Background: an optimization exercise with open tools, aiming at small area, a short achievable clock period and few clock cycles per item. Do not read the settings as production practice. No functional check of the RTL was part of this run. Power figures rest on the tool's default switching activity, not on a simulated workload.

`constraint.sdc`:
```
create_clock -name core_clock -period 7.5 [get_ports {clk}]
set_input_delay 1.5000 -clock core_clock [delete_from_list [all_inputs] [get_ports {clk}]]
set_output_delay 1.5000 -clock core_clock [all_outputs]
set_load 0.01 [all_outputs]
```
`flow/run.sh`:
```
#!/bin/bash
# Own layout flow: the standard flow (standard.sh, unchanged synthesis),
# with the port buffers that buffer_ports inserts made plain sky130 buffers
# (buffer_ports otherwise picks clkdlybuf4s50_1, a slow 10 um2 delay cell).
# The full output of the flow goes to flow_standard.log in this folder.
set -euo pipefail
cd "$(dirname "$0")/.."
EXTRA=()
if [[ -f flow/extra.mk ]]; then
  while IFS= read -r line; do
    [[ -z "$line" || "$line" == \#* ]] && continue
    EXTRA+=("$line")
  done < flow/extra.mk
fi
bash standard.sh "BUFFER_PORTS_ARGS=-buffer_cell sky130_fd_sc_hd__buf_2" ${EXTRA[@]+"${EXTRA[@]}"} finish > flow_standard.log 2>&1
```
`config.mk`:
```
export PLATFORM = sky130hd
export DESIGN_NAME = madd_pipeline
export DESIGN_NICKNAME = madd_pipeline
export VERILOG_FILES = /design/flow/design.v
export SDC_FILE = /design/flow/constraint.sdc
export NUM_CORES = 4
export LEC_CHECK = 0
export ABC_AREA = 1
export CAP_MARGIN = 20
export CORE_MARGIN = 2
export CORE_UTILIZATION = 40
export SETUP_SLACK_MARGIN = 2.5
export SLEW_MARGIN = 20
```
`standard.sh`:
```
#!/bin/bash
# synth_recipe.tcl (not shown) runs the flow's synth.tcl, then flattens the netlist and writes it again
# the make line also repeats each setting of config.mk as NAME=value (left out here)
make -C /OpenROAD-flow-scripts/flow DESIGN_CONFIG=/design/flow/config.mk WORK_HOME=/design/flow/orfs CLKGATE_MAP_FILE= SYNTH_SCRIPT=/design/flow/synth_recipe.tcl "${@:-finish}"
```
`design.v`:
```
`default_nettype none
module madd_pipeline #(parameter data_width = 16, parameter n_blocks = 256, parameter full_width = 2 * data_width + 8, parameter n_channels = 16)
	(
		input wire clk,
		input wire reset,
		input wire enable,
		input  wire in_valid,
		output wire in_ready,
		output wire out_valid,
		input  wire out_ready,
		input  wire [$clog2(n_blocks) - 1 : 0] block_in,
		output wire [$clog2(n_blocks) - 1 : 0] block_out,
		input wire [4:0] shift,
		input wire shift_disable,
		input wire signedness,
		input wire saturate_disable,
		input wire signed [data_width - 1 : 0] arg_a_in,
		input wire signed [data_width - 1 : 0] arg_b_in,
		input wire signed [data_width - 1 : 0] arg_c_in,
		output wire signed [full_width - 1 : 0] result_out,
		input  wire [ch_addr_w - 1 : 0] dest_in,
		output wire [ch_addr_w - 1 : 0] dest_out,
		input  wire [4 - 1 : 0] commit_id_in,
		output wire [4 - 1 : 0] commit_id_out,
		input wire commit_flag_in,
		output wire commit_flag_out
	);
	localparam ch_addr_w = $clog2(n_channels);
	wire [3:0] s4  = ~shift[3:0];
	wire       big = shift[4];
	wire [3:0] sa  = (shift_disable | big) ? 4'd0 : s4;
	wire [16:0] a_ext = {signedness & arg_a_in[15], arg_a_in};
	wire [16:0] b_ext = {signedness & arg_b_in[15], arg_b_in};
	wire [33:0] c_ext = {{18{signedness & arg_c_in[15]}}, arg_c_in};
	wire [33:0] c_sh  = c_ext << sa;
	wire [33:0] rnd   = (sa == 4'd0) ? 34'd0 : (34'd1 << (sa - 4'd1));
	wire [33:0] crow  = big ? 34'd0 : (c_sh | rnd);
	wire pp1;
	wire pp2;
	wire pp3;
	wire pp4;
	wire pp5;
	wire pp6;
	wire pp7;
	wire pp8;
	wire pp9;
	wire pp10;
	wire pp11;
	wire pp12;
	wire pp13;
	wire pp14;
	wire pp15;
	wire pp16;
	wire pp17;
	wire pp18;
	wire pp19;
	wire pp20;
	wire pp21;
	wire pp22;
	wire pp23;
	wire pp24;
	wire pp25;
	wire pp26;
	wire pp27;
	wire pp28;
	wire pp29;
	wire pp30;
	wire pp31;
	wire pp32;
	wire pp33;
	wire pp34;
	wire pp35;
	wire pp36;
	wire pp37;
	wire pp38;
	wire pp39;
	wire pp40;
	wire pp41;
	wire pp42;
	wire pp43;
	wire pp44;
	wire pp45;
	wire pp46;
	wire pp47;
	wire pp48;
	wire pp49;
	wire pp50;
	wire pp51;
	wire pp52;
	wire pp53;
	wire pp54;
	wire pp55;
	wire pp56;
	wire pp57;
	wire pp58;
	wire pp59;
	wire pp60;
	wire pp61;
	wire pp62;
	wire pp63;
	wire pp64;
	wire pp65;
	wire pp66;
	wire pp67;
	wire pp68;
	wire pp69;
	wire pp70;
	wire pp71;
	wire pp72;
	wire pp73;
	wire pp74;
	wire pp75;
	wire pp76;
	wire pp77;
	wire pp78;
	wire pp79;
	wire pp80;
	wire pp81;
	wire pp82;
	wire pp83;
	wire pp84;
	wire pp85;
	wire pp86;
	wire pp87;
	wire pp88;
	wire pp89;
	wire pp90;
	wire pp91;
	wire pp92;
	wire pp93;
	wire pp94;
	wire pp95;
	wire pp96;
	wire pp97;
	wire pp98;
	wire pp99;
	wire pp100;
	wire pp101;
	wire pp102;
	wire pp103;
	wire pp104;
	wire pp105;
	wire pp106;
	wire pp107;
	wire pp108;
	wire pp109;
	wire pp110;
	wire pp111;
	wire pp112;
	wire pp113;
	wire pp114;
	wire pp115;
	wire pp116;
	wire pp117;
	wire pp118;
	wire pp119;
	wire pp120;
	wire pp121;
	wire pp122;
	wire pp123;
	wire pp124;
	wire pp125;
	wire pp126;
	wire pp127;
	wire pp128;
	wire pp129;
	wire pp130;
	wire pp131;
	wire pp132;
	wire pp133;
	wire pp134;
	wire pp135;
	wire pp136;
	wire pp137;
	wire pp138;
	wire pp139;
	wire pp140;
	wire pp141;
	wire pp142;
	wire pp143;
	wire pp144;
	wire pp145;
	wire pp146;
	wire pp147;
	wire pp148;
	wire pp149;
	wire pp150;
	wire pp151;
	wire pp152;
	wire pp153;
	wire pp154;
	wire pp155;
	wire pp156;
	wire pp157;
	wire pp158;
	wire pp159;
	wire pp160;
	wire pp161;
	wire pp162;
	wire s163;
	wire c164;
	wire s165;
	wire c166;
	wire s167;
	wire c168;
	wire s169;
	wire c170;
	wire s171;
	wire c172;
	wire s173;
	wire c174;
	wire s175;
	wire c176;
	wire s177;
	wire c178;
	wire s179;
	wire c180;
	wire s181;
	wire c182;
	wire s183;
	wire c184;
	wire s185;
	wire c186;
	wire s187;
	wire c188;
	wire s189;
	wire c190;
	wire s191;
	wire c192;
	wire s193;
	wire c194;
	wire s195;
	wire c196;
	wire s197;
	wire c198;
	wire s199;
	wire c200;
	wire s201;
	wire c202;
	wire s203;
	wire c204;
	wire s205;
	wire c206;
	wire s207;
	wire c208;
	wire s209;
	wire c210;
	wire s211;
	wire c212;
	wire s213;
	wire c214;
	wire s215;
	wire c216;
	wire s217;
	wire c218;
	wire s219;
	wire c220;
	wire s221;
	wire c222;
	wire s223;
	wire c224;
	wire s225;
	wire c226;
	wire s227;
	wire c228;
	wire s229;
	wire c230;
	wire s231;
	wire c232;
	wire s233;
	wire c234;
	wire s235;
	wire c236;
	wire s237;
	wire c238;
	wire s239;
	wire c240;
	wire s241;
	wire c242;
	wire s243;
	wire c244;
	wire s245;
	wire c246;
	wire s247;
	wire c248;
	wire s249;
	wire c250;
	wire s251;
	wire c252;
	wire s253;
	wire c254;
	wire s255;
	wire c256;
	wire s257;
	wire c258;
	wire s259;
	wire c260;
	wire s261;
	wire c262;
	wire s263;
	wire c264;
	wire s265;
	wire c266;
	wire s267;
	wire c268;
	wire s269;
	wire c270;
	wire s271;
	wire c272;
	wire s273;
	wire c274;
	wire s275;
	wire c276;
	wire s277;
	wire c278;
	wire s279;
	wire c280;
	wire s281;
	wire c282;
	wire s283;
	wire c284;
	wire s285;
	wire c286;
	wire s287;
	wire c288;
	wire s289;
	wire c290;
	wire s291;
	wire c292;
	wire s293;
	wire c294;
	wire s295;
	wire c296;
	wire s297;
	wire c298;
	wire s299;
	wire c300;
	wire s301;
	wire c302;
	wire s303;
	wire c304;
	wire s305;
	wire c306;
	wire s307;
	wire c308;
	wire s309;
	wire c310;
	wire s311;
	wire c312;
	wire s313;
	wire c314;
	wire s315;
	wire c316;
	wire s317;
	wire c318;
	wire s319;
	wire c320;
	wire s321;
	wire c322;
	wire s323;
	wire c324;
	wire s325;
	wire c326;
	wire s327;
	wire c328;
	wire s329;
	wire c330;
	wire s331;
	wire c332;
	wire s333;
	wire c334;
	wire s335;
	wire c336;
	wire s337;
	wire c338;
	wire s339;
	wire c340;
	wire s341;
	wire c342;
	wire s343;
	wire c344;
	wire s345;
	wire c346;
	wire s347;
	wire c348;
	wire s349;
	wire c350;
	wire s351;
	wire c352;
	wire s353;
	wire c354;
	wire s355;
	wire c356;
	wire s357;
	wire c358;
	wire s359;
	wire c360;
	wire s361;
	wire c362;
	wire s363;
	wire c364;
	wire s365;
	wire c366;
	wire s367;
	wire c368;
	wire s369;
	wire c370;
	wire s371;
	wire c372;
	wire s373;
	wire c374;
	wire s375;
	wire c376;
	wire s377;
	wire c378;
	wire s379;
	wire c380;
	wire s381;
	wire c382;
	wire s383;
	wire c384;
	wire s385;
	wire c386;
	wire s387;
	wire c388;
	wire s389;
	wire c390;
	wire s391;
	wire c392;
	wire s393;
	wire c394;
	wire s395;
	wire c396;
	wire s397;
	wire c398;
	wire s399;
	wire c400;
	wire s401;
	wire c402;
	wire s403;
	wire c404;
	wire s405;
	wire c406;
	wire s407;
	wire c408;
	wire s409;
	wire c410;
	wire s411;
	wire c412;
	wire s413;
	wire c414;
	wire s415;
	wire c416;
	wire s417;
	wire c418;
	wire s419;
	wire c420;
	wire s421;
	wire c422;
	wire s423;
	wire c424;
	wire s425;
	wire c426;
	wire s427;
	wire c428;
	wire s429;
	wire c430;
	wire s431;
	wire c432;
	wire s433;
	wire c434;
	wire s435;
	wire c436;
	wire s437;
	wire c438;
	wire s439;
	wire c440;
	wire s441;
	wire c442;
	wire s443;
	wire c444;
	wire s445;
	wire c446;
	wire s447;
	wire c448;
	wire s449;
	wire c450;
	wire s451;
	wire c452;
	wire s453;
	wire c454;
	wire s455;
	wire c456;
	wire s457;
	wire c458;
	wire s459;
	wire c460;
	wire s461;
	wire c462;
	wire s463;
	wire c464;
	wire s465;
	wire c466;
	wire s467;
	wire c468;
	wire s469;
	wire c470;
	wire s471;
	wire c472;
	wire s473;
	wire c474;
	wire s475;
	wire c476;
	wire s477;
	wire c478;
	wire s479;
	wire c480;
	wire s481;
	wire c482;
	wire s483;
	wire c484;
	wire s485;
	wire c486;
	wire s487;
	wire c488;
	wire s489;
	wire c490;
	wire s491;
	wire c492;
	wire s493;
	wire c494;
	wire s495;
	wire c496;
	wire s497;
	wire c498;
	wire s499;
	wire c500;
	wire s501;
	wire c502;
	wire bneg0 = b_ext[1];
	wire bone0 = b_ext[0] ^ 1'b0;
	wire btwo0 = (b_ext[1] & ~b_ext[0] & ~1'b0) | (~b_ext[1] & b_ext[0] & 1'b0);
	assign pp1 = (((bone0 & a_ext[0]) | (btwo0 & 1'b0)) ^ bneg0);
	assign pp2 = (((bone0 & a_ext[1]) | (btwo0 & a_ext[0])) ^ bneg0);
	assign pp3 = (((bone0 & a_ext[2]) | (btwo0 & a_ext[1])) ^ bneg0);
	assign pp4 = (((bone0 & a_ext[3]) | (btwo0 & a_ext[2])) ^ bneg0);
	assign pp5 = (((bone0 & a_ext[4]) | (btwo0 & a_ext[3])) ^ bneg0);
	assign pp6 = (((bone0 & a_ext[5]) | (btwo0 & a_ext[4])) ^ bneg0);
	assign pp7 = (((bone0 & a_ext[6]) | (btwo0 & a_ext[5])) ^ bneg0);
	assign pp8 = (((bone0 & a_ext[7]) | (btwo0 & a_ext[6])) ^ bneg0);
	assign pp9 = (((bone0 & a_ext[8]) | (btwo0 & a_ext[7])) ^ bneg0);
	assign pp10 = (((bone0 & a_ext[9]) | (btwo0 & a_ext[8])) ^ bneg0);
	assign pp11 = (((bone0 & a_ext[10]) | (btwo0 & a_ext[9])) ^ bneg0);
	assign pp12 = (((bone0 & a_ext[11]) | (btwo0 & a_ext[10])) ^ bneg0);
	assign pp13 = (((bone0 & a_ext[12]) | (btwo0 & a_ext[11])) ^ bneg0);
	assign pp14 = (((bone0 & a_ext[13]) | (btwo0 & a_ext[12])) ^ bneg0);
	assign pp15 = (((bone0 & a_ext[14]) | (btwo0 & a_ext[13])) ^ bneg0);
	assign pp16 = (((bone0 & a_ext[15]) | (btwo0 & a_ext[14])) ^ bneg0);
	assign pp17 = (((bone0 & a_ext[16]) | (btwo0 & a_ext[15])) ^ bneg0);
	assign pp18 = ~(((bone0 & a_ext[16]) | (btwo0 & a_ext[16])) ^ bneg0);
	wire bneg1 = b_ext[3];
	wire bone1 = b_ext[2] ^ b_ext[1];
	wire btwo1 = (b_ext[3] & ~b_ext[2] & ~b_ext[1]) | (~b_ext[3] & b_ext[2] & b_ext[1]);
	assign pp19 = (((bone1 & a_ext[0]) | (btwo1 & 1'b0)) ^ bneg1);
	assign pp20 = (((bone1 & a_ext[1]) | (btwo1 & a_ext[0])) ^ bneg1);
	assign pp21 = (((bone1 & a_ext[2]) | (btwo1 & a_ext[1])) ^ bneg1);
	assign pp22 = (((bone1 & a_ext[3]) | (btwo1 & a_ext[2])) ^ bneg1);
	assign pp23 = (((bone1 & a_ext[4]) | (btwo1 & a_ext[3])) ^ bneg1);
	assign pp24 = (((bone1 & a_ext[5]) | (btwo1 & a_ext[4])) ^ bneg1);
	assign pp25 = (((bone1 & a_ext[6]) | (btwo1 & a_ext[5])) ^ bneg1);
	assign pp26 = (((bone1 & a_ext[7]) | (btwo1 & a_ext[6])) ^ bneg1);
	assign pp27 = (((bone1 & a_ext[8]) | (btwo1 & a_ext[7])) ^ bneg1);
	assign pp28 = (((bone1 & a_ext[9]) | (btwo1 & a_ext[8])) ^ bneg1);
	assign pp29 = (((bone1 & a_ext[10]) | (btwo1 & a_ext[9])) ^ bneg1);
	assign pp30 = (((bone1 & a_ext[11]) | (btwo1 & a_ext[10])) ^ bneg1);
	assign pp31 = (((bone1 & a_ext[12]) | (btwo1 & a_ext[11])) ^ bneg1);
	assign pp32 = (((bone1 & a_ext[13]) | (btwo1 & a_ext[12])) ^ bneg1);
	assign pp33 = (((bone1 & a_ext[14]) | (btwo1 & a_ext[13])) ^ bneg1);
	assign pp34 = (((bone1 & a_ext[15]) | (btwo1 & a_ext[14])) ^ bneg1);
	assign pp35 = (((bone1 & a_ext[16]) | (btwo1 & a_ext[15])) ^ bneg1);
	assign pp36 = ~(((bone1 & a_ext[16]) | (btwo1 & a_ext[16])) ^ bneg1);
	wire bneg2 = b_ext[5];
	wire bone2 = b_ext[4] ^ b_ext[3];
	wire btwo2 = (b_ext[5] & ~b_ext[4] & ~b_ext[3]) | (~b_ext[5] & b_ext[4] & b_ext[3]);
	assign pp37 = (((bone2 & a_ext[0]) | (btwo2 & 1'b0)) ^ bneg2);
	assign pp38 = (((bone2 & a_ext[1]) | (btwo2 & a_ext[0])) ^ bneg2);
	assign pp39 = (((bone2 & a_ext[2]) | (btwo2 & a_ext[1])) ^ bneg2);
	assign pp40 = (((bone2 & a_ext[3]) | (btwo2 & a_ext[2])) ^ bneg2);
	assign pp41 = (((bone2 & a_ext[4]) | (btwo2 & a_ext[3])) ^ bneg2);
	assign pp42 = (((bone2 & a_ext[5]) | (btwo2 & a_ext[4])) ^ bneg2);
	assign pp43 = (((bone2 & a_ext[6]) | (btwo2 & a_ext[5])) ^ bneg2);
	assign pp44 = (((bone2 & a_ext[7]) | (btwo2 & a_ext[6])) ^ bneg2);
	assign pp45 = (((bone2 & a_ext[8]) | (btwo2 & a_ext[7])) ^ bneg2);
	assign pp46 = (((bone2 & a_ext[9]) | (btwo2 & a_ext[8])) ^ bneg2);
	assign pp47 = (((bone2 & a_ext[10]) | (btwo2 & a_ext[9])) ^ bneg2);
	assign pp48 = (((bone2 & a_ext[11]) | (btwo2 & a_ext[10])) ^ bneg2);
	assign pp49 = (((bone2 & a_ext[12]) | (btwo2 & a_ext[11])) ^ bneg2);
	assign pp50 = (((bone2 & a_ext[13]) | (btwo2 & a_ext[12])) ^ bneg2);
	assign pp51 = (((bone2 & a_ext[14]) | (btwo2 & a_ext[13])) ^ bneg2);
	assign pp52 = (((bone2 & a_ext[15]) | (btwo2 & a_ext[14])) ^ bneg2);
	assign pp53 = (((bone2 & a_ext[16]) | (btwo2 & a_ext[15])) ^ bneg2);
	assign pp54 = ~(((bone2 & a_ext[16]) | (btwo2 & a_ext[16])) ^ bneg2);
	wire bneg3 = b_ext[7];
	wire bone3 = b_ext[6] ^ b_ext[5];
	wire btwo3 = (b_ext[7] & ~b_ext[6] & ~b_ext[5]) | (~b_ext[7] & b_ext[6] & b_ext[5]);
	assign pp55 = (((bone3 & a_ext[0]) | (btwo3 & 1'b0)) ^ bneg3);
	assign pp56 = (((bone3 & a_ext[1]) | (btwo3 & a_ext[0])) ^ bneg3);
	assign pp57 = (((bone3 & a_ext[2]) | (btwo3 & a_ext[1])) ^ bneg3);
	assign pp58 = (((bone3 & a_ext[3]) | (btwo3 & a_ext[2])) ^ bneg3);
	assign pp59 = (((bone3 & a_ext[4]) | (btwo3 & a_ext[3])) ^ bneg3);
	assign pp60 = (((bone3 & a_ext[5]) | (btwo3 & a_ext[4])) ^ bneg3);
	assign pp61 = (((bone3 & a_ext[6]) | (btwo3 & a_ext[5])) ^ bneg3);
	assign pp62 = (((bone3 & a_ext[7]) | (btwo3 & a_ext[6])) ^ bneg3);
	assign pp63 = (((bone3 & a_ext[8]) | (btwo3 & a_ext[7])) ^ bneg3);
	assign pp64 = (((bone3 & a_ext[9]) | (btwo3 & a_ext[8])) ^ bneg3);
	assign pp65 = (((bone3 & a_ext[10]) | (btwo3 & a_ext[9])) ^ bneg3);
	assign pp66 = (((bone3 & a_ext[11]) | (btwo3 & a_ext[10])) ^ bneg3);
	assign pp67 = (((bone3 & a_ext[12]) | (btwo3 & a_ext[11])) ^ bneg3);
	assign pp68 = (((bone3 & a_ext[13]) | (btwo3 & a_ext[12])) ^ bneg3);
	assign pp69 = (((bone3 & a_ext[14]) | (btwo3 & a_ext[13])) ^ bneg3);
	assign pp70 = (((bone3 & a_ext[15]) | (btwo3 & a_ext[14])) ^ bneg3);
	assign pp71 = (((bone3 & a_ext[16]) | (btwo3 & a_ext[15])) ^ bneg3);
	assign pp72 = ~(((bone3 & a_ext[16]) | (btwo3 & a_ext[16])) ^ bneg3);
	wire bneg4 = b_ext[9];
	wire bone4 = b_ext[8] ^ b_ext[7];
	wire btwo4 = (b_ext[9] & ~b_ext[8] & ~b_ext[7]) | (~b_ext[9] & b_ext[8] & b_ext[7]);
	assign pp73 = (((bone4 & a_ext[0]) | (btwo4 & 1'b0)) ^ bneg4);
	assign pp74 = (((bone4 & a_ext[1]) | (btwo4 & a_ext[0])) ^ bneg4);
	assign pp75 = (((bone4 & a_ext[2]) | (btwo4 & a_ext[1])) ^ bneg4);
	assign pp76 = (((bone4 & a_ext[3]) | (btwo4 & a_ext[2])) ^ bneg4);
	assign pp77 = (((bone4 & a_ext[4]) | (btwo4 & a_ext[3])) ^ bneg4);
	assign pp78 = (((bone4 & a_ext[5]) | (btwo4 & a_ext[4])) ^ bneg4);
	assign pp79 = (((bone4 & a_ext[6]) | (btwo4 & a_ext[5])) ^ bneg4);
	assign pp80 = (((bone4 & a_ext[7]) | (btwo4 & a_ext[6])) ^ bneg4);
	assign pp81 = (((bone4 & a_ext[8]) | (btwo4 & a_ext[7])) ^ bneg4);
	assign pp82 = (((bone4 & a_ext[9]) | (btwo4 & a_ext[8])) ^ bneg4);
	assign pp83 = (((bone4 & a_ext[10]) | (btwo4 & a_ext[9])) ^ bneg4);
	assign pp84 = (((bone4 & a_ext[11]) | (btwo4 & a_ext[10])) ^ bneg4);
	assign pp85 = (((bone4 & a_ext[12]) | (btwo4 & a_ext[11])) ^ bneg4);
	assign pp86 = (((bone4 & a_ext[13]) | (btwo4 & a_ext[12])) ^ bneg4);
	assign pp87 = (((bone4 & a_ext[14]) | (btwo4 & a_ext[13])) ^ bneg4);
	assign pp88 = (((bone4 & a_ext[15]) | (btwo4 & a_ext[14])) ^ bneg4);
	assign pp89 = (((bone4 & a_ext[16]) | (btwo4 & a_ext[15])) ^ bneg4);
	assign pp90 = ~(((bone4 & a_ext[16]) | (btwo4 & a_ext[16])) ^ bneg4);
	wire bneg5 = b_ext[11];
	wire bone5 = b_ext[10] ^ b_ext[9];
	wire btwo5 = (b_ext[11] & ~b_ext[10] & ~b_ext[9]) | (~b_ext[11] & b_ext[10] & b_ext[9]);
	assign pp91 = (((bone5 & a_ext[0]) | (btwo5 & 1'b0)) ^ bneg5);
	assign pp92 = (((bone5 & a_ext[1]) | (btwo5 & a_ext[0])) ^ bneg5);
	assign pp93 = (((bone5 & a_ext[2]) | (btwo5 & a_ext[1])) ^ bneg5);
	assign pp94 = (((bone5 & a_ext[3]) | (btwo5 & a_ext[2])) ^ bneg5);
	assign pp95 = (((bone5 & a_ext[4]) | (btwo5 & a_ext[3])) ^ bneg5);
	assign pp96 = (((bone5 & a_ext[5]) | (btwo5 & a_ext[4])) ^ bneg5);
	assign pp97 = (((bone5 & a_ext[6]) | (btwo5 & a_ext[5])) ^ bneg5);
	assign pp98 = (((bone5 & a_ext[7]) | (btwo5 & a_ext[6])) ^ bneg5);
	assign pp99 = (((bone5 & a_ext[8]) | (btwo5 & a_ext[7])) ^ bneg5);
	assign pp100 = (((bone5 & a_ext[9]) | (btwo5 & a_ext[8])) ^ bneg5);
	assign pp101 = (((bone5 & a_ext[10]) | (btwo5 & a_ext[9])) ^ bneg5);
	assign pp102 = (((bone5 & a_ext[11]) | (btwo5 & a_ext[10])) ^ bneg5);
	assign pp103 = (((bone5 & a_ext[12]) | (btwo5 & a_ext[11])) ^ bneg5);
	assign pp104 = (((bone5 & a_ext[13]) | (btwo5 & a_ext[12])) ^ bneg5);
	assign pp105 = (((bone5 & a_ext[14]) | (btwo5 & a_ext[13])) ^ bneg5);
	assign pp106 = (((bone5 & a_ext[15]) | (btwo5 & a_ext[14])) ^ bneg5);
	assign pp107 = (((bone5 & a_ext[16]) | (btwo5 & a_ext[15])) ^ bneg5);
	assign pp108 = ~(((bone5 & a_ext[16]) | (btwo5 & a_ext[16])) ^ bneg5);
	wire bneg6 = b_ext[13];
	wire bone6 = b_ext[12] ^ b_ext[11];
	wire btwo6 = (b_ext[13] & ~b_ext[12] & ~b_ext[11]) | (~b_ext[13] & b_ext[12] & b_ext[11]);
	assign pp109 = (((bone6 & a_ext[0]) | (btwo6 & 1'b0)) ^ bneg6);
	assign pp110 = (((bone6 & a_ext[1]) | (btwo6 & a_ext[0])) ^ bneg6);
	assign pp111 = (((bone6 & a_ext[2]) | (btwo6 & a_ext[1])) ^ bneg6);
	assign pp112 = (((bone6 & a_ext[3]) | (btwo6 & a_ext[2])) ^ bneg6);
	assign pp113 = (((bone6 & a_ext[4]) | (btwo6 & a_ext[3])) ^ bneg6);
	assign pp114 = (((bone6 & a_ext[5]) | (btwo6 & a_ext[4])) ^ bneg6);
	assign pp115 = (((bone6 & a_ext[6]) | (btwo6 & a_ext[5])) ^ bneg6);
	assign pp116 = (((bone6 & a_ext[7]) | (btwo6 & a_ext[6])) ^ bneg6);
	assign pp117 = (((bone6 & a_ext[8]) | (btwo6 & a_ext[7])) ^ bneg6);
	assign pp118 = (((bone6 & a_ext[9]) | (btwo6 & a_ext[8])) ^ bneg6);
	assign pp119 = (((bone6 & a_ext[10]) | (btwo6 & a_ext[9])) ^ bneg6);
	assign pp120 = (((bone6 & a_ext[11]) | (btwo6 & a_ext[10])) ^ bneg6);
	assign pp121 = (((bone6 & a_ext[12]) | (btwo6 & a_ext[11])) ^ bneg6);
	assign pp122 = (((bone6 & a_ext[13]) | (btwo6 & a_ext[12])) ^ bneg6);
	assign pp123 = (((bone6 & a_ext[14]) | (btwo6 & a_ext[13])) ^ bneg6);
	assign pp124 = (((bone6 & a_ext[15]) | (btwo6 & a_ext[14])) ^ bneg6);
	assign pp125 = (((bone6 & a_ext[16]) | (btwo6 & a_ext[15])) ^ bneg6);
	assign pp126 = ~(((bone6 & a_ext[16]) | (btwo6 & a_ext[16])) ^ bneg6);
	wire bneg7 = b_ext[15];
	wire bone7 = b_ext[14] ^ b_ext[13];
	wire btwo7 = (b_ext[15] & ~b_ext[14] & ~b_ext[13]) | (~b_ext[15] & b_ext[14] & b_ext[13]);
	assign pp127 = (((bone7 & a_ext[0]) | (btwo7 & 1'b0)) ^ bneg7);
	assign pp128 = (((bone7 & a_ext[1]) | (btwo7 & a_ext[0])) ^ bneg7);
	assign pp129 = (((bone7 & a_ext[2]) | (btwo7 & a_ext[1])) ^ bneg7);
	assign pp130 = (((bone7 & a_ext[3]) | (btwo7 & a_ext[2])) ^ bneg7);
	assign pp131 = (((bone7 & a_ext[4]) | (btwo7 & a_ext[3])) ^ bneg7);
	assign pp132 = (((bone7 & a_ext[5]) | (btwo7 & a_ext[4])) ^ bneg7);
	assign pp133 = (((bone7 & a_ext[6]) | (btwo7 & a_ext[5])) ^ bneg7);
	assign pp134 = (((bone7 & a_ext[7]) | (btwo7 & a_ext[6])) ^ bneg7);
	assign pp135 = (((bone7 & a_ext[8]) | (btwo7 & a_ext[7])) ^ bneg7);
	assign pp136 = (((bone7 & a_ext[9]) | (btwo7 & a_ext[8])) ^ bneg7);
	assign pp137 = (((bone7 & a_ext[10]) | (btwo7 & a_ext[9])) ^ bneg7);
	assign pp138 = (((bone7 & a_ext[11]) | (btwo7 & a_ext[10])) ^ bneg7);
	assign pp139 = (((bone7 & a_ext[12]) | (btwo7 & a_ext[11])) ^ bneg7);
	assign pp140 = (((bone7 & a_ext[13]) | (btwo7 & a_ext[12])) ^ bneg7);
	assign pp141 = (((bone7 & a_ext[14]) | (btwo7 & a_ext[13])) ^ bneg7);
	assign pp142 = (((bone7 & a_ext[15]) | (btwo7 & a_ext[14])) ^ bneg7);
	assign pp143 = (((bone7 & a_ext[16]) | (btwo7 & a_ext[15])) ^ bneg7);
	assign pp144 = ~(((bone7 & a_ext[16]) | (btwo7 & a_ext[16])) ^ bneg7);
	wire bneg8 = b_ext[16];
	wire bone8 = b_ext[16] ^ b_ext[15];
	wire btwo8 = (b_ext[16] & ~b_ext[16] & ~b_ext[15]) | (~b_ext[16] & b_ext[16] & b_ext[15]);
	assign pp145 = (((bone8 & a_ext[0]) | (btwo8 & 1'b0)) ^ bneg8);
	assign pp146 = (((bone8 & a_ext[1]) | (btwo8 & a_ext[0])) ^ bneg8);
	assign pp147 = (((bone8 & a_ext[2]) | (btwo8 & a_ext[1])) ^ bneg8);
	assign pp148 = (((bone8 & a_ext[3]) | (btwo8 & a_ext[2])) ^ bneg8);
	assign pp149 = (((bone8 & a_ext[4]) | (btwo8 & a_ext[3])) ^ bneg8);
	assign pp150 = (((bone8 & a_ext[5]) | (btwo8 & a_ext[4])) ^ bneg8);
	assign pp151 = (((bone8 & a_ext[6]) | (btwo8 & a_ext[5])) ^ bneg8);
	assign pp152 = (((bone8 & a_ext[7]) | (btwo8 & a_ext[6])) ^ bneg8);
	assign pp153 = (((bone8 & a_ext[8]) | (btwo8 & a_ext[7])) ^ bneg8);
	assign pp154 = (((bone8 & a_ext[9]) | (btwo8 & a_ext[8])) ^ bneg8);
	assign pp155 = (((bone8 & a_ext[10]) | (btwo8 & a_ext[9])) ^ bneg8);
	assign pp156 = (((bone8 & a_ext[11]) | (btwo8 & a_ext[10])) ^ bneg8);
	assign pp157 = (((bone8 & a_ext[12]) | (btwo8 & a_ext[11])) ^ bneg8);
	assign pp158 = (((bone8 & a_ext[13]) | (btwo8 & a_ext[12])) ^ bneg8);
	assign pp159 = (((bone8 & a_ext[14]) | (btwo8 & a_ext[13])) ^ bneg8);
	assign pp160 = (((bone8 & a_ext[15]) | (btwo8 & a_ext[14])) ^ bneg8);
	assign pp161 = (((bone8 & a_ext[16]) | (btwo8 & a_ext[15])) ^ bneg8);
	assign pp162 = ~(((bone8 & a_ext[16]) | (btwo8 & a_ext[16])) ^ bneg8);
	assign s163 = bneg7 ^ pp111;
	assign c164 = bneg7 & pp111;
	assign s165 = pp112 ^ pp128;
	assign c166 = pp112 & pp128;
	assign s167 = bneg8 ^ pp113 ^ pp129;
	assign c168 = (bneg8 & pp113) | (bneg8 & pp129) | (pp113 & pp129);
	assign s169 = pp145 ^ pp17;
	assign c170 = pp145 & pp17;
	assign s171 = 1'b1 ^ pp114 ^ pp130;
	assign c172 = (1'b1 & pp114) | (1'b1 & pp130) | (pp114 & pp130);
	assign s173 = pp146 ^ pp18 ^ pp34;
	assign c174 = (pp146 & pp18) | (pp146 & pp34) | (pp18 & pp34);
	assign s175 = 1'b1 ^ pp115 ^ pp131;
	assign c176 = (1'b1 & pp115) | (1'b1 & pp131) | (pp115 & pp131);
	assign s177 = pp147 ^ pp35;
	assign c178 = pp147 & pp35;
	assign s179 = pp100 ^ pp116 ^ pp132;
	assign c180 = (pp100 & pp116) | (pp100 & pp132) | (pp116 & pp132);
	assign s181 = 1'b1 ^ pp101;
	assign c182 = 1'b1 & pp101;
	assign s183 = bneg4 ^ pp25;
	assign c184 = bneg4 & pp25;
	assign s185 = pp10 ^ pp26;
	assign c186 = pp10 & pp26;
	assign s187 = bneg5 ^ pp11 ^ pp27;
	assign c188 = (bneg5 & pp11) | (bneg5 & pp27) | (pp11 & pp27);
	assign s189 = pp43 ^ pp59;
	assign c190 = pp43 & pp59;
	assign s191 = pp12 ^ pp28 ^ pp44;
	assign c192 = (pp12 & pp28) | (pp12 & pp44) | (pp28 & pp44);
	assign s193 = pp60 ^ pp76;
	assign c194 = pp60 & pp76;
	assign s195 = bneg6 ^ pp109 ^ pp13;
	assign c196 = (bneg6 & pp109) | (bneg6 & pp13) | (pp109 & pp13);
	assign s197 = pp29 ^ pp45 ^ pp61;
	assign c198 = (pp29 & pp45) | (pp29 & pp61) | (pp45 & pp61);
	assign s199 = pp77 ^ pp93;
	assign c200 = pp77 & pp93;
	assign s201 = pp110 ^ pp14 ^ pp30;
	assign c202 = (pp110 & pp14) | (pp110 & pp30) | (pp14 & pp30);
	assign s203 = pp46 ^ pp62 ^ pp78;
	assign c204 = (pp46 & pp62) | (pp46 & pp78) | (pp62 & pp78);
	assign s205 = pp94 ^ crow[13];
	assign c206 = pp94 & crow[13];
	assign s207 = pp127 ^ pp15 ^ pp31;
	assign c208 = (pp127 & pp15) | (pp127 & pp31) | (pp15 & pp31);
	assign s209 = pp47 ^ pp63 ^ pp79;
	assign c210 = (pp47 & pp63) | (pp47 & pp79) | (pp63 & pp79);
	assign s211 = pp95 ^ crow[14] ^ s163;
	assign c212 = (pp95 & crow[14]) | (pp95 & s163) | (crow[14] & s163);
	assign s213 = pp16 ^ pp32 ^ pp48;
	assign c214 = (pp16 & pp32) | (pp16 & pp48) | (pp32 & pp48);
	assign s215 = pp64 ^ pp80 ^ pp96;
	assign c216 = (pp64 & pp80) | (pp64 & pp96) | (pp80 & pp96);
	assign s217 = c164 ^ crow[15] ^ s165;
	assign c218 = (c164 & crow[15]) | (c164 & s165) | (crow[15] & s165);
	assign s219 = pp33 ^ pp49 ^ pp65;
	assign c220 = (pp33 & pp49) | (pp33 & pp65) | (pp49 & pp65);
	assign s221 = pp81 ^ pp97 ^ c166;
	assign c222 = (pp81 & pp97) | (pp81 & c166) | (pp97 & c166);
	assign s223 = crow[16] ^ s169 ^ s167;
	assign c224 = (crow[16] & s169) | (crow[16] & s167) | (s169 & s167);
	assign s225 = pp50 ^ pp66 ^ pp82;
	assign c226 = (pp50 & pp66) | (pp50 & pp82) | (pp66 & pp82);
	assign s227 = pp98 ^ c170 ^ crow[17];
	assign c228 = (pp98 & c170) | (pp98 & crow[17]) | (c170 & crow[17]);
	assign s229 = c168 ^ s171 ^ s173;
	assign c230 = (c168 & s171) | (c168 & s173) | (s171 & s173);
	assign s231 = pp51 ^ pp67 ^ pp83;
	assign c232 = (pp51 & pp67) | (pp51 & pp83) | (pp67 & pp83);
	assign s233 = pp99 ^ crow[18] ^ s177;
	assign c234 = (pp99 & crow[18]) | (pp99 & s177) | (crow[18] & s177);
	assign s235 = c172 ^ c174 ^ s175;
	assign c236 = (c172 & c174) | (c172 & s175) | (c174 & s175);
	assign s237 = pp148 ^ pp36 ^ pp52;
	assign c238 = (pp148 & pp36) | (pp148 & pp52) | (pp36 & pp52);
	assign s239 = pp68 ^ pp84 ^ c178;
	assign c240 = (pp68 & pp84) | (pp68 & c178) | (pp84 & c178);
	assign s241 = crow[19] ^ c176 ^ s179;
	assign c242 = (crow[19] & c176) | (crow[19] & s179) | (c176 & s179);
	assign s243 = pp117 ^ pp133 ^ pp149;
	assign c244 = (pp117 & pp133) | (pp117 & pp149) | (pp133 & pp149);
	assign s245 = pp53 ^ pp69 ^ pp85;
	assign c246 = (pp53 & pp69) | (pp53 & pp85) | (pp69 & pp85);
	assign s247 = crow[20] ^ s181 ^ c180;
	assign c248 = (crow[20] & s181) | (crow[20] & c180) | (s181 & c180);
	assign s249 = pp102 ^ pp118 ^ pp134;
	assign c250 = (pp102 & pp118) | (pp102 & pp134) | (pp118 & pp134);
	assign s251 = pp150 ^ pp54 ^ pp70;
	assign c252 = (pp150 & pp54) | (pp150 & pp70) | (pp54 & pp70);
	assign s253 = pp86 ^ c182 ^ crow[21];
	assign c254 = (pp86 & c182) | (pp86 & crow[21]) | (c182 & crow[21]);
	assign s255 = 1'b1 ^ pp103 ^ pp119;
	assign c256 = (1'b1 & pp103) | (1'b1 & pp119) | (pp103 & pp119);
	assign s257 = pp135 ^ pp151 ^ pp71;
	assign c258 = (pp135 & pp151) | (pp135 & pp71) | (pp151 & pp71);
	assign s259 = pp87 ^ crow[22];
	assign c260 = pp87 & crow[22];
	assign s261 = pp104 ^ pp120 ^ pp136;
	assign c262 = (pp104 & pp120) | (pp104 & pp136) | (pp120 & pp136);
	assign s263 = pp152 ^ pp72 ^ pp88;
	assign c264 = (pp152 & pp72) | (pp152 & pp88) | (pp72 & pp88);
	assign s265 = 1'b1 ^ pp105 ^ pp121;
	assign c266 = (1'b1 & pp105) | (1'b1 & pp121) | (pp105 & pp121);
	assign s267 = pp137 ^ pp153;
	assign c268 = pp137 & pp153;
	assign s269 = pp106 ^ pp122 ^ pp138;
	assign c270 = (pp106 & pp122) | (pp106 & pp138) | (pp122 & pp138);
	assign s271 = 1'b1 ^ pp107;
	assign c272 = 1'b1 & pp107;
	assign s273 = bneg2 ^ pp21;
	assign c274 = bneg2 & pp21;
	assign s275 = pp22 ^ pp38;
	assign c276 = pp22 & pp38;
	assign s277 = bneg3 ^ pp23 ^ pp39;
	assign c278 = (bneg3 & pp23) | (bneg3 & pp39) | (pp23 & pp39);
	assign s279 = pp55 ^ pp7;
	assign c280 = pp55 & pp7;
	assign s281 = pp24 ^ pp40 ^ pp56;
	assign c282 = (pp24 & pp40) | (pp24 & pp56) | (pp40 & pp56);
	assign s283 = pp8 ^ crow[7];
	assign c284 = pp8 & crow[7];
	assign s285 = pp41 ^ pp57 ^ pp73;
	assign c286 = (pp41 & pp57) | (pp41 & pp73) | (pp57 & pp73);
	assign s287 = pp9 ^ crow[8] ^ s183;
	assign c288 = (pp9 & crow[8]) | (pp9 & s183) | (crow[8] & s183);
	assign s289 = pp42 ^ pp58 ^ pp74;
	assign c290 = (pp42 & pp58) | (pp42 & pp74) | (pp58 & pp74);
	assign s291 = c184 ^ crow[9] ^ s185;
	assign c292 = (c184 & crow[9]) | (c184 & s185) | (crow[9] & s185);
	assign s293 = pp75 ^ pp91 ^ c186;
	assign c294 = (pp75 & pp91) | (pp75 & c186) | (pp91 & c186);
	assign s295 = crow[10] ^ s189 ^ s187;
	assign c296 = (crow[10] & s189) | (crow[10] & s187) | (s189 & s187);
	assign s297 = pp92 ^ c190 ^ crow[11];
	assign c298 = (pp92 & c190) | (pp92 & crow[11]) | (c190 & crow[11]);
	assign s299 = s193 ^ c188 ^ s191;
	assign c300 = (s193 & c188) | (s193 & s191) | (c188 & s191);
	assign s301 = c194 ^ crow[12] ^ s199;
	assign c302 = (c194 & crow[12]) | (c194 & s199) | (crow[12] & s199);
	assign s303 = c192 ^ s195 ^ s197;
	assign c304 = (c192 & s195) | (c192 & s197) | (s195 & s197);
	assign s305 = c200 ^ c196 ^ c198;
	assign c306 = (c200 & c196) | (c200 & c198) | (c196 & c198);
	assign s307 = s201 ^ s203 ^ s205;
	assign c308 = (s201 & s203) | (s201 & s205) | (s203 & s205);
	assign s309 = c202 ^ c204 ^ s207;
	assign c310 = (c202 & c204) | (c202 & s207) | (c204 & s207);
	assign s311 = s209 ^ c206 ^ s211;
	assign c312 = (s209 & c206) | (s209 & s211) | (c206 & s211);
	assign s313 = c208 ^ c210 ^ s213;
	assign c314 = (c208 & c210) | (c208 & s213) | (c210 & s213);
	assign s315 = s215 ^ c212 ^ s217;
	assign c316 = (s215 & c212) | (s215 & s217) | (c212 & s217);
	assign s317 = c214 ^ c216 ^ s219;
	assign c318 = (c214 & c216) | (c214 & s219) | (c216 & s219);
	assign s319 = c218 ^ s221 ^ s223;
	assign c320 = (c218 & s221) | (c218 & s223) | (s221 & s223);
	assign s321 = c220 ^ s225 ^ c222;
	assign c322 = (c220 & s225) | (c220 & c222) | (s225 & c222);
	assign s323 = s227 ^ c224 ^ s229;
	assign c324 = (s227 & c224) | (s227 & s229) | (c224 & s229);
	assign s325 = c226 ^ s231 ^ c228;
	assign c326 = (c226 & s231) | (c226 & c228) | (s231 & c228);
	assign s327 = s233 ^ c230 ^ s235;
	assign c328 = (s233 & c230) | (s233 & s235) | (c230 & s235);
	assign s329 = c232 ^ s237 ^ c234;
	assign c330 = (c232 & s237) | (c232 & c234) | (s237 & c234);
	assign s331 = s239 ^ c236 ^ s241;
	assign c332 = (s239 & c236) | (s239 & s241) | (c236 & s241);
	assign s333 = c238 ^ s243 ^ s245;
	assign c334 = (c238 & s243) | (c238 & s245) | (s243 & s245);
	assign s335 = c240 ^ c242 ^ s247;
	assign c336 = (c240 & c242) | (c240 & s247) | (c242 & s247);
	assign s337 = c244 ^ c246 ^ s249;
	assign c338 = (c244 & c246) | (c244 & s249) | (c246 & s249);
	assign s339 = s251 ^ s253 ^ c248;
	assign c340 = (s251 & s253) | (s251 & c248) | (s253 & c248);
	assign s341 = c250 ^ c252 ^ s255;
	assign c342 = (c250 & c252) | (c250 & s255) | (c252 & s255);
	assign s343 = s257 ^ s259 ^ c254;
	assign c344 = (s257 & s259) | (s257 & c254) | (s259 & c254);
	assign s345 = crow[23] ^ c256 ^ c258;
	assign c346 = (crow[23] & c256) | (crow[23] & c258) | (c256 & c258);
	assign s347 = s261 ^ s263 ^ c260;
	assign c348 = (s261 & s263) | (s261 & c260) | (s263 & c260);
	assign s349 = pp89 ^ crow[24] ^ s267;
	assign c350 = (pp89 & crow[24]) | (pp89 & s267) | (crow[24] & s267);
	assign s351 = c262 ^ c264 ^ s265;
	assign c352 = (c262 & c264) | (c262 & s265) | (c264 & s265);
	assign s353 = pp154 ^ pp90 ^ c268;
	assign c354 = (pp154 & pp90) | (pp154 & c268) | (pp90 & c268);
	assign s355 = crow[25] ^ c266 ^ s269;
	assign c356 = (crow[25] & c266) | (crow[25] & s269) | (c266 & s269);
	assign s357 = pp123 ^ pp139 ^ pp155;
	assign c358 = (pp123 & pp139) | (pp123 & pp155) | (pp139 & pp155);
	assign s359 = crow[26] ^ s271 ^ c270;
	assign c360 = (crow[26] & s271) | (crow[26] & c270) | (s271 & c270);
	assign s361 = pp108 ^ pp124 ^ pp140;
	assign c362 = (pp108 & pp124) | (pp108 & pp140) | (pp124 & pp140);
	assign s363 = pp156 ^ c272 ^ crow[27];
	assign c364 = (pp156 & c272) | (pp156 & crow[27]) | (c272 & crow[27]);
	assign s365 = 1'b1 ^ pp125 ^ pp141;
	assign c366 = (1'b1 & pp125) | (1'b1 & pp141) | (pp125 & pp141);
	assign s367 = pp157 ^ crow[28];
	assign c368 = pp157 & crow[28];
	assign s369 = pp126 ^ pp142 ^ pp158;
	assign c370 = (pp126 & pp142) | (pp126 & pp158) | (pp142 & pp158);
	assign s371 = 1'b1 ^ pp143;
	assign c372 = 1'b1 & pp143;
	assign s373 = bneg1 ^ pp19;
	assign c374 = bneg1 & pp19;
	assign s375 = pp20 ^ pp4;
	assign c376 = pp20 & pp4;
	assign s377 = pp37 ^ pp5 ^ crow[4];
	assign c378 = (pp37 & pp5) | (pp37 & crow[4]) | (pp5 & crow[4]);
	assign s379 = pp6 ^ c274 ^ crow[5];
	assign c380 = (pp6 & c274) | (pp6 & crow[5]) | (c274 & crow[5]);
	assign s381 = c276 ^ crow[6] ^ s279;
	assign c382 = (c276 & crow[6]) | (c276 & s279) | (crow[6] & s279);
	assign s383 = c280 ^ c278 ^ s281;
	assign c384 = (c280 & c278) | (c280 & s281) | (c278 & s281);
	assign s385 = c282 ^ s285 ^ c284;
	assign c386 = (c282 & s285) | (c282 & c284) | (s285 & c284);
	assign s387 = c286 ^ s289 ^ c288;
	assign c388 = (c286 & s289) | (c286 & c288) | (s289 & c288);
	assign s389 = c290 ^ c292 ^ s293;
	assign c390 = (c290 & c292) | (c290 & s293) | (c292 & s293);
	assign s391 = c294 ^ s297 ^ c296;
	assign c392 = (c294 & s297) | (c294 & c296) | (s297 & c296);
	assign s393 = c298 ^ s301 ^ c300;
	assign c394 = (c298 & s301) | (c298 & c300) | (s301 & c300);
	assign s395 = c302 ^ c304 ^ s305;
	assign c396 = (c302 & c304) | (c302 & s305) | (c304 & s305);
	assign s397 = c306 ^ s309 ^ c308;
	assign c398 = (c306 & s309) | (c306 & c308) | (s309 & c308);
	assign s399 = c310 ^ s313 ^ c312;
	assign c400 = (c310 & s313) | (c310 & c312) | (s313 & c312);
	assign s401 = c314 ^ s317 ^ c316;
	assign c402 = (c314 & s317) | (c314 & c316) | (s317 & c316);
	assign s403 = c318 ^ s321 ^ c320;
	assign c404 = (c318 & s321) | (c318 & c320) | (s321 & c320);
	assign s405 = c322 ^ s325 ^ c324;
	assign c406 = (c322 & s325) | (c322 & c324) | (s325 & c324);
	assign s407 = c326 ^ s329 ^ c328;
	assign c408 = (c326 & s329) | (c326 & c328) | (s329 & c328);
	assign s409 = s333 ^ c330 ^ c332;
	assign c410 = (s333 & c330) | (s333 & c332) | (c330 & c332);
	assign s411 = c334 ^ s337 ^ s339;
	assign c412 = (c334 & s337) | (c334 & s339) | (s337 & s339);
	assign s413 = c338 ^ s341 ^ s343;
	assign c414 = (c338 & s341) | (c338 & s343) | (s341 & s343);
	assign s415 = c342 ^ s345 ^ s347;
	assign c416 = (c342 & s345) | (c342 & s347) | (s345 & s347);
	assign s417 = s349 ^ c346 ^ s351;
	assign c418 = (s349 & c346) | (s349 & s351) | (c346 & s351);
	assign s419 = c350 ^ s353 ^ c352;
	assign c420 = (c350 & s353) | (c350 & c352) | (s353 & c352);
	assign s421 = s357 ^ c354 ^ c356;
	assign c422 = (s357 & c354) | (s357 & c356) | (c354 & c356);
	assign s423 = c358 ^ s361 ^ s363;
	assign c424 = (c358 & s361) | (c358 & s363) | (s361 & s363);
	assign s425 = c362 ^ s365 ^ s367;
	assign c426 = (c362 & s365) | (c362 & s367) | (s365 & s367);
	assign s427 = crow[29] ^ c366 ^ s369;
	assign c428 = (crow[29] & c366) | (crow[29] & s369) | (c366 & s369);
	assign s429 = pp159 ^ crow[30] ^ s371;
	assign c430 = (pp159 & crow[30]) | (pp159 & s371) | (crow[30] & s371);
	assign s431 = pp144 ^ pp160 ^ c372;
	assign c432 = (pp144 & pp160) | (pp144 & c372) | (pp160 & c372);
	assign s433 = 1'b1 ^ pp161;
	assign c434 = 1'b1 & pp161;
	assign s435 = bneg0 ^ pp1;
	assign c436 = bneg0 & pp1;
	assign s437 = pp2 ^ crow[1];
	assign c438 = pp2 & crow[1];
	assign s439 = pp3 ^ crow[2] ^ s373;
	assign c440 = (pp3 & crow[2]) | (pp3 & s373) | (crow[2] & s373);
	assign s441 = c374 ^ crow[3] ^ s375;
	assign c442 = (c374 & crow[3]) | (c374 & s375) | (crow[3] & s375);
	assign s443 = c376 ^ s273 ^ s377;
	assign c444 = (c376 & s273) | (c376 & s377) | (s273 & s377);
	assign s445 = s275 ^ c378 ^ s379;
	assign c446 = (s275 & c378) | (s275 & s379) | (c378 & s379);
	assign s447 = s277 ^ c380 ^ s381;
	assign c448 = (s277 & c380) | (s277 & s381) | (c380 & s381);
	assign s449 = s283 ^ c382 ^ s383;
	assign c450 = (s283 & c382) | (s283 & s383) | (c382 & s383);
	assign s451 = s287 ^ c384 ^ s385;
	assign c452 = (s287 & c384) | (s287 & s385) | (c384 & s385);
	assign s453 = s291 ^ c386 ^ s387;
	assign c454 = (s291 & c386) | (s291 & s387) | (c386 & s387);
	assign s455 = s295 ^ c388 ^ s389;
	assign c456 = (s295 & c388) | (s295 & s389) | (c388 & s389);
	assign s457 = s299 ^ c390 ^ s391;
	assign c458 = (s299 & c390) | (s299 & s391) | (c390 & s391);
	assign s459 = s303 ^ c392 ^ s393;
	assign c460 = (s303 & c392) | (s303 & s393) | (c392 & s393);
	assign s461 = s307 ^ c394 ^ s395;
	assign c462 = (s307 & c394) | (s307 & s395) | (c394 & s395);
	assign s463 = s311 ^ c396 ^ s397;
	assign c464 = (s311 & c396) | (s311 & s397) | (c396 & s397);
	assign s465 = s315 ^ c398 ^ s399;
	assign c466 = (s315 & c398) | (s315 & s399) | (c398 & s399);
	assign s467 = s319 ^ c400 ^ s401;
	assign c468 = (s319 & c400) | (s319 & s401) | (c400 & s401);
	assign s469 = s323 ^ c402 ^ s403;
	assign c470 = (s323 & c402) | (s323 & s403) | (c402 & s403);
	assign s471 = s327 ^ c404 ^ s405;
	assign c472 = (s327 & c404) | (s327 & s405) | (c404 & s405);
	assign s473 = s331 ^ c406 ^ s407;
	assign c474 = (s331 & c406) | (s331 & s407) | (c406 & s407);
	assign s475 = s335 ^ c408 ^ s409;
	assign c476 = (s335 & c408) | (s335 & s409) | (c408 & s409);
	assign s477 = c336 ^ c410 ^ s411;
	assign c478 = (c336 & c410) | (c336 & s411) | (c410 & s411);
	assign s479 = c340 ^ s413 ^ c412;
	assign c480 = (c340 & s413) | (c340 & c412) | (s413 & c412);
	assign s481 = c344 ^ s415 ^ c414;
	assign c482 = (c344 & s415) | (c344 & c414) | (s415 & c414);
	assign s483 = c348 ^ s417 ^ c416;
	assign c484 = (c348 & s417) | (c348 & c416) | (s417 & c416);
	assign s485 = s355 ^ s419 ^ c418;
	assign c486 = (s355 & s419) | (s355 & c418) | (s419 & c418);
	assign s487 = s359 ^ c420 ^ s421;
	assign c488 = (s359 & c420) | (s359 & s421) | (c420 & s421);
	assign s489 = c360 ^ s423 ^ c422;
	assign c490 = (c360 & s423) | (c360 & c422) | (s423 & c422);
	assign s491 = c364 ^ s425 ^ c424;
	assign c492 = (c364 & s425) | (c364 & c424) | (s425 & c424);
	assign s493 = c368 ^ s427 ^ c426;
	assign c494 = (c368 & s427) | (c368 & c426) | (s427 & c426);
	assign s495 = c370 ^ s429 ^ c428;
	assign c496 = (c370 & s429) | (c370 & c428) | (s429 & c428);
	assign s497 = crow[31] ^ c430 ^ s431;
	assign c498 = (crow[31] & c430) | (crow[31] & s431) | (c430 & s431);
	assign s499 = crow[32] ^ s433 ^ c432;
	assign c500 = (crow[32] & s433) | (crow[32] & c432) | (s433 & c432);
	assign s501 = pp162 ^ c434 ^ crow[33];
	assign c502 = (pp162 & c434) | (pp162 & crow[33]) | (c434 & crow[33]);
	wire [33:0] row0 = {s501, s499, s497, s495, s493, s491, c488, c486, s485, s483, s481, c478, c476, c474, c472, c470, c468, c466, c464, c462, c460, c458, c456, c454, c452, c450, c448, c446, c444, c442, c440, c438, c436, crow[0]};
	wire [33:0] row1 = {c500, c498, c496, c494, c492, c490, s489, s487, c484, c482, c480, s479, s477, s475, s473, s471, s469, s467, s465, s463, s461, s459, s457, s455, s453, s451, s449, s447, s445, s443, s441, s439, s437, s435};
	reg        v_q;
	reg [3:0]  sh_q;
	reg        big_q, rb_en_q, satd_q, sg_q;
	reg [15:0] c_q;
	reg [7:0]  block_q;
	reg [3:0]  dest_q, cid_q;
	reg        cf_q;
	reg [33:0] r0_q;
	reg [33:0] r1_q;
	assign in_ready  = ~v_q | out_ready;
	assign out_valid = v_q;
	wire take_in  = in_valid & in_ready;
	wire take_out = v_q & out_ready;
	always @(posedge clk) begin
		if (reset)
			v_q <= 1'b0;
		else if (enable) begin
			if (take_in)
				v_q <= 1'b1;
			else if (take_out)
				v_q <= 1'b0;
		end
	end
	always @(posedge clk) begin
		if (enable & take_in) begin
			r0_q <= row0;
			r1_q <= row1;
			sh_q    <= (shift_disable & ~big) ? 4'd0 : s4;
			big_q   <= big;
			rb_en_q <= big & ~shift_disable;
			satd_q  <= saturate_disable;
			sg_q    <= signedness;
			c_q     <= arg_c_in;
			block_q <= block_in;
			dest_q  <= dest_in;
			cid_q   <= commit_id_in;
			cf_q    <= commit_flag_in;
		end
	end
	wire [33:0] x = r0_q + r1_q;
	wire signed [33:0] y = $signed(x) >>> sh_q;
	wire [32:0] xd = x[33:1] ^ x[32:0];
	reg  [32:0] ovf_mask;
	integer k;
	always @(*)
		for (k = 0; k < 33; k = k + 1)
			ovf_mask[k] = (k >= 15 + sh_q);
	wire ovf_y = |(xd & ovf_mask);
	wire [17:0] c18   = {{2{sg_q & c_q[15]}}, c_q};
	wire [17:0] c18p  = c18 + 18'd1;
	wire [17:0] r_big = (rb_en_q & y[15]) ? c18p : c18;
	wire ovf_big = ~r_big[17] & (r_big[16] | r_big[15]);
	wire        neg = big_q ? r_big[17] : x[33];
	wire        ovf = big_q ? ovf_big : ovf_y;
	wire [15:0] lo  = big_q ? r_big[15:0] : y[15:0];
	wire [23:0] hi  = big_q ? {{22{r_big[17]}}, r_big[17:16]} : {{6{y[33]}}, y[33:16]};
	assign result_out = satd_q ? {hi, lo} :
	                    ovf    ? {{25{neg}}, {15{~neg}}} :
	                             {{24{lo[15]}}, lo};
	assign block_out       = block_q;
	assign dest_out        = dest_q;
	assign commit_id_out   = cid_q;
	assign commit_flag_out = cf_q;
endmodule
`default_nettype wire
```
==> impl_results.md <==
* Clock Pin Slew Worst Setup and Hold Paths at roughly 70 ps
* Post-synthesis mux area share at less than 1%
* Worst-Margin Slew at between 1000 and 1500 ps
* MaxCap Viol Count at 0
* IO buf count at 136
* Initial core utilization at roughly 40%
* Min-delay worst type: flop to flop
* Via density at 5.46
* Compound-Gate Fraction of Synth Area at approximately 14%
* Synthesized area at 16,700 um^2
* Wirelength, routed at between 50,000 and 60,000 um
* DIE AREA at ~43,000 um^2
* CTS H-tree lvls at 3
* Post-synthesis sequential element count at 110
* Final Cycle Share at between 60% and 70%
* Share of power burned in registers at 15.0%
* CTS tree: yes
* GRT overflow at 0
* Max Freq at 0.192 GHz
* Crit-path max FO at 7
* DP HPWL at roughly 43,000 um
* Iter 0 DRT Violations at around 1,400
* Fill count at 3,990
* Switching share of power at 52.7%
* Pwr/cell area at roughly 350 nW/um^2
* Reg2reg start: v_q$_SDFFE_PP0P_
* Vias in the first global route at about 16,000
* Core area at between 40,000 and 50,000 um^2
* Antenna viol nets, final at 0
* Area occupied by multi-input gates at 13,000 um^2
* Count of final hold-check violations at 0
* First-pass GRT wire length at 89,200 um
* Clock Tree Buf Depth at 2
* Clk sink count at between 100 and 150
* Slew margin rel. at between 30% and 40%
* Worst Setup SP: r1_q[0]$_DFFE_PP_
* Vias at 16,744
* CP arrival at around 3700 ps
* Status: no timing/DRC/antenna violations
* # nets final at 2,808
* Ys Warns at 1
* VDD IR-drop max at 0.210 mV
* Final worst clock skew at between 20 and 25 ps
* I/O pin total at between 100 and 150
* Endpoints failing setup at 0
* Die Span Y at roughly 210 um
* Adder-cell area share of the yosys netlist at roughly 21%
* Synth-to-layout area growth at 26.2%
* RSZ-0062 raised after global routing: true
* Synth Instances at around 2,400
* R2r worst-path depth at 4
* P_leak at ~10 nW
* Simple-gate area share of the yosys netlist at 23.2%
* Logic pwr share at slightly below 80%
* Final Max Tran Viols at 0
* First-pass DRT Iterations at 5
* Initial antenna violation count at 0
* Distinct cells, synth at 52
* Row count at 74
* Die Wd at ~210 um
* Clk pwr share at 7.2%
* Final worst path period need at roughly 5200 ps
* Syn Nets at 2,633
* Worst EP required at 6000 ps
* Pin count of the biggest net entering global routing at between 60 and 70
* Register area at ~3300 um^2
* XOR/XNOR share of the synthesized area at roughly 8.3%
* Antenna diodes at 0
* Fin Setup TNS at 0 ps
* Largest family of logic cells by synthesized area: simple AND/OR/NAND/NOR gates
* Mean area per synthesized cell at about 7 um^2
* Internal power at 3.48 mW
* Clk root buf: clkbuf_16
* Worst hold start: v_q$_SDFFE_PP0P_
* Share of post-route cells with drive strength above 1 at 24.2%
* Worst setup EP type: output port
* Final GP Congestion at between 0.9 and 1
* Final cell area excluding filler cells at around 21,000 um^2
* GR Util All Layers at a little over a quarter
* DP Area at 17,700 um^2
* Hold depth at 2
* DRC viols at 0
* Seq/Total Area, Yosys at around a fifth
* Net Switching at between 3 and 4 mW
* TritonCTS Buffers at 9
* Crit Path Category: flop to output port
* Setup crit start kind: flop
* Clock Latency Late Sink at 390 ps
* Hold bufs inserted after CTS at 0
* Avg WL per Cell at 18.9 um
worst max-delay path, cell delays in order, from the launching register on:
cell and delay [ps]:
edfxtp_1 400, ha_4 170, inv_2 40, fa_2 340
inv_2 90, nand3_2 80, nand2_4 90, nand2_4 50
nand2_4 110, nand3_4 90, nand2_4 80, nand4_1 120
nand3_1 120, nand2_2 110, xor2_1 170, nor2_2 110
nand2_1 70, nor2_2 120, nand3_2 140, nand2_4 120
nand2_8 90, nand2_4 80, nand3_4 140, clkbuf_16 240
nand2_1 50, buf_2 120
worst paths after layout:
path,slack [ps],to
worst min register to register,470,v_q$_SDFFE_PP0P_
worst max register to register,5300,r0_q[27]$_DFFE_PP_
worst max-delay path,2280,result_out[26]
worst min-delay path,470,v_q$_SDFFE_PP0P_
power groups by stage:
| stage | registers (mW) | logic [mW] | clock network (mW) |
|---|---|---|---|
| floorplan | 1.03 | 3.18 | 0 |
| global placement | 1.05 | 4.40 | 0 |
| detailed placement | 1.05 | 4.49 | 0 |
| CTS | 1.10 | 5.05 | 0.544 |
| global route | 1.11 | 6.36 | 0.568 |
| finish | 1.10 | 5.72 | 0.533 |
metal layers:
metal	vias to the layer above	track usage [%]	share of wire (%)	wire [um]
li1	7915	-	-	-
met1	7968	34.0	42	24300
met2	702	44.1	47	27400
met3	159	2.64	6.0	3450
met4	0	11.8	4.8	2780
met5	-	0	0	0
cell families after synthesis:
| logic type | Yosys count |
|---|---|
| adders and majority gates | 203 |
| muxes | 8 |
| buffers and inverters | 541 |
| AOI/OAI and AO/OA | 414 |
| DFF | 110 |
| and+or+nand+nor | 919 |
| xor gates and xnor gates | 157 |
cells in the mapped netlist (all sizes together):
cell / n / share of area (%)
inv: 420 / 9.5
ha: 64 / 4.8
fa: 139 / 17
nor4: 1 / 0.038
o21bai: 1 / 0.045
o21a: 4 / 0.18
nand3: 130 / 4.3
buf: 31 / 0.97
mux2i: 6 / 0.36
xnor2: 9 / 0.52
a311oi: 1 / 0.053
o22ai: 138 / 5.2
and2: 2 / 0.075
a21boi: 2 / 0.090
a211oi: 5 / 0.23
nand2: 624 / 14
mux2: 2 / 0.14
o21ai: 157 / 4.7
dfxtp: 1 / 0.12
a21oi: 63 / 1.9
nand3b: 4 / 0.26
nor3b: 1 / 0.045
nand4: 18 / 0.68
clkbuf: 78 / 1.8
o31ai: 1 / 0.045
clkinv: 12 / 0.27
nor3: 14 / 0.48
edfxtp: 109 / 20
xor2: 148 / 7.8
a22oi: 1 / 0.045
a31oi: 10 / 0.38
o211ai: 22 / 0.99
o2111ai: 1 / 0.053
a21o: 2 / 0.090
or2: 3 / 0.11
nor2: 122 / 2.9
o32ai: 1 / 0.053
o221ai: 5 / 0.26
through the flow:
stage / util, % / worst slack, ps / total power [mW] / hold slack, ps / std cells
floorplan: - / 2480 / 4.21 / 488 / 2352
global placement: 43.2 / 1520 / 5.45 / 456 / 2927
detailed placement: 43.2 / 1430 / 5.54 / 460 / 2927
CTS: 48.1 / 2320 / 6.69 / 473 / 2998
global route: 51.3 / 2100 / 8.04 / 496 / 3064
finish: 51.3 / 2280 / 7.35 / 468 / 3064
repair_timing:
action                     4_1_cts  5_1_grt
setup endpoints to repair       73       63
cloned                           8        4
pin swaps                       39       85
setup buffers                   47       62
resized for setup              256      220
cell type report:
cell class              count  share of cell area (%)
multi-input cells        1703                    61.6
repair buffers            268                    9.90
well taps                 532                    3.16
flip-flops and latches    110                    15.7
repair inverters            3                   0.101
clock buffers              10                    1.09
inverters                 432                    8.02
clock inverters             6                   0.440
flip-flops by register name, summed over array words and instances, names as in the netlist, 4 cells and up:
register / count
cid_q: 4
r0_q: 34
r1_q: 34
block_q: 8
sh_q: 4
dest_q: 4
c_q: 16
placed cells by master (no fill, tap or decap), types with 5 or more instances in the layout:
cell          n
a31oi_1       9
nand2_4      41
ha_4         29
nand4_1      18
clkinv_1      8
nor2_4       22
fa_1        137
o21ai_1      37
a21oi_1      52
buf_6        30
inv_1       391
xnor2_1       6
clkinvlp_4   12
o21ai_2       7
nand2_2      79
inv_2        16
buf_12        8
o21ai_0     109
o221ai_1      5
nand2_1     502
o211ai_1     22
nand3_4      17
nand3_2      34
nand3_1      80
nor2_1       78
clkbuf_16    11
a21oi_2      10
edfxtp_1    109
o22ai_1     134
mux2i_1       6
buf_4       111
nor2_2       22
buf_2       111
xor2_1      144
nor3_1       10
ha_1         35

re-timing with driven ports:
The results above use ideal ports. As a check the final layout listed here was re-extracted and re-timed, cells and wires unchanged. Step 1 (the two cells are an assumption about what drives the block):
set clk [get_ports {clk}]
set_driving_cell -lib_cell sky130_fd_sc_hd__clkbuf_16 $clk
set_driving_cell -lib_cell sky130_fd_sc_hd__buf_2 [delete_from_list [all_inputs] $clk]
Step 2 moves the port delays by t, midway between the first and last clock arrival at a register: inputs arrive t later, outputs are due t later. That takes back most of the time a late clock gives input paths. Slacks: no drivers / after step 1 / after step 2; pairs: no drivers / after step 1.
shift t [ns]: 0.424
slack for setup (ns): 2.279 / 2.228 / 2.158
latest minus earliest clock arrival (ns): 0.022 / 0.023
worst register clock-pin slew, ns: 0.09 / 0.09
worst data-port slew with drivers (ns): 0.08
After both steps this run still meets setup and hold. For this run, drivers alone change the setup slack by -0.051 ns; drivers and shift together by -0.121 ns.
